This design comes from an exercise in tuning for small area and a short achievable clock period on the open sky130 flow, not from production work.
Only simulation tests tie the RTL to the original design; equivalence was not proved.

Setup of trial 41:
// FloatingPoint_Multiplier_Complete
module FloatingPoint_Multiplier_Complete (
    input wire         clk,
    input wire         rst,
    input  wire [15:0] a,
    input  wire [15:0] b,
    output reg  [15:0] result,
    output reg         overflow,
    output reg         underflow
);
    wire es_g0 = a[10] & b[10];
    wire es_p0 = a[10] ^ b[10];
    wire es_g1 = a[11] & b[11];
    wire es_p1 = a[11] ^ b[11];
    wire es_g2 = a[12] & b[12];
    wire es_p2 = a[12] ^ b[12];
    wire es_g3 = a[13] & b[13];
    wire es_p3 = a[13] ^ b[13];
    wire es_g4 = a[14] & b[14];
    wire es_p4 = a[14] ^ b[14];
    wire es_G0_1 = es_g1 | (es_p1 & es_g0);
    wire es_P0_1 = es_p1 & es_p0;
    wire es_G0_2 = es_g2 | (es_p2 & es_g1);
    wire es_P0_2 = es_p2 & es_p1;
    wire es_G0_3 = es_g3 | (es_p3 & es_g2);
    wire es_P0_3 = es_p3 & es_p2;
    wire es_G0_4 = es_g4 | (es_p4 & es_g3);
    wire es_P0_4 = es_p4 & es_p3;
    wire es_G1_2 = es_G0_2 | (es_P0_2 & es_g0);
    wire es_P1_2 = es_P0_2 & es_p0;
    wire es_G1_3 = es_G0_3 | (es_P0_3 & es_G0_1);
    wire es_P1_3 = es_P0_3 & es_P0_1;
    wire es_G1_4 = es_G0_4 | (es_P0_4 & es_G0_2);
    wire es_P1_4 = es_P0_4 & es_P0_2;
    wire es_G2_4 = es_G1_4 | (es_P1_4 & es_g0);
    wire es_P2_4 = es_P1_4 & es_p0;
    wire es_s1 = es_p1 ^ es_g0;
    wire es_s2 = es_p2 ^ es_G0_1;
    wire es_s3 = es_p3 ^ es_G1_2;
    wire es_s4 = es_p4 ^ es_G1_3;
    reg        r1_sign, r1_ha;
    reg  [5:0] r1_es;    
    reg  [9:0] r1_ma;
    reg  [5:0] r1_one, r1_two;    
    reg  [4:0] r1_neg;
    wire [12:0] yb = {2'b00, b[14:10] != 5'd0, b[9:0]};
    always @(posedge clk) begin
        r1_sign <= a[15] ^ b[15];
        r1_es   <= ((a[14:0] == 15'd0) | (b[14:0] == 15'd0)) ? 6'h3f : {es_G2_4, es_s4, es_s3, es_s2, es_s1, es_p0};
        r1_ha   <= a[14:10] != 5'd0;
        r1_ma   <= a[9:0];
        r1_one[0] <= yb[0] ^ 1'b0;
        r1_two[0] <= (yb[1] & ~yb[0] & ~1'b0) | (~yb[1] & yb[0] & 1'b0);
        r1_neg[0] <= yb[1];
        r1_one[1] <= yb[2] ^ yb[1];
  ...
For scale: roughly 650 cells after synthesis, ~52 I/O pins.
clock: 7.5 ns
lec_check: 0
abc_clock_period_in_ps: 2500
cap_margin: 20
core_margin: 2
core_utilization: 55
cts_buf_list: sky130_fd_sc_hd__clkbuf_8
place_density_lb_addon: 0.2
setup_slack_margin: 4.7
slew_margin: 20
standard.sh (not shown) runs the stock make flow with config.mk's settings and CLKGATE_MAP_FILE= SYNTH_SCRIPT=/design/flow/synth_recipe.tcl, a recipe that flattens the netlist after the stock synthesis.
==> flow/flow/run.sh <==
#!/bin/bash
# Own layout flow: the standard flow (standard.sh) with two changes:
#  - synthesis runs Yosys's synth without its generic "abc -fast" pass
#    (-noabc), so the full adders written in the RTL reach extract_fa as
#    written instead of being remapped first; everything else in
#    synth_recipe.tcl (flatten, renames, registers) is unchanged;
#  - port buffers use the buffer cell named in flow/ports.txt.
# Each tool's output is in the ORFS logs under orfs/logs; make's own output
# goes to flow.log here.
set -euo pipefail
here=$(pwd)
first=$(head -n 1 synth_recipe.tcl)
if [[ "$first" != 'proc synth {args} { yosys synth -nofsm -noshare {*}$args }' ]]; then
  echo "unexpected first line of synth_recipe.tcl: $first" >&2
  exit 1
fi
{ echo 'proc synth {args} { yosys synth -nofsm -noshare -noabc {*}$args }'; tail -n +2 synth_recipe.tcl; } > own_synth.tcl
buf=$(tr -d ' \n' < flow/ports.txt)
sed -e "s#SYNTH_SCRIPT=[^ ]*#SYNTH_SCRIPT=$here/own_synth.tcl 'BUFFER_PORTS_ARGS=-buffer_cell $buf'#" standard.sh > own_standard.sh
grep -q own_synth.tcl own_standard.sh
bash own_standard.sh > flow.log 2>&1
==> flow/flow/ports.txt <==
sky130_fd_sc_hd__buf_1
Trial 41 completed; timing, DRC and antenna clean
### trial 41 -> build 71
- CORE_UTILIZATION now 65, was 55
- PLACE_DENSITY_LB_ADDON no longer set, was 0.2
- CTS_CLUSTER_DIAMETER now 100, previously not set
- CTS_CLUSTER_SIZE now 25, previously not set
==> results.txt <==
Setup slack in build 71 vs trial 41: down 13 ps. Build 71 vs. trial 41: minimum clock period after layout has increased; maximum fanout count along the critical path has decreased; die extent in x has decreased. As far as share of cell area taken by flip-flops and latches is concerned, trial 41 and build 71 perform about the same. Build 71 vs. trial 41: multi-input gate count about even; highest cell delay on the worst timing path fell 20 ps. Trial 41 ended up with r3_nz as its launch point of the critical path; build 71 ended up with r2_a[9]. Die size: build 71 is under trial 41.

what the ideal ports hide:
The results above use ideal ports. As a check the final layouts listed here were re-extracted and re-timed, cells and wires unchanged. Step 1 assumes that a clkbuf_16 drives the clock port and a buf_2 every other input. Step 2, shift: input delay + t, output delay - t, t = (earliest + latest rising clock arrival at the registers) / 2. This alone moves slack from input paths to output paths. Slacks: no drivers / after step 1 / after step 2; pairs: no drivers / after step 1.
run	t (ns)	setup WS [ns]	hold slack, ns	slew at the worst register clock pin (ns)
trial 41	0.392	4.777 / 4.745 / 4.551	0.335 / 0.335 / 0.335	0.10 / 0.10
build 71	0.404	4.763 / 4.746 / 4.573	0.334 / 0.334 / 0.334	0.10 / 0.10
After both steps setup and hold are still met in every run listed. The setup slack of trial 41, which loses most, moves by -0.032 ns with the drivers and by -0.226 ns with both steps.
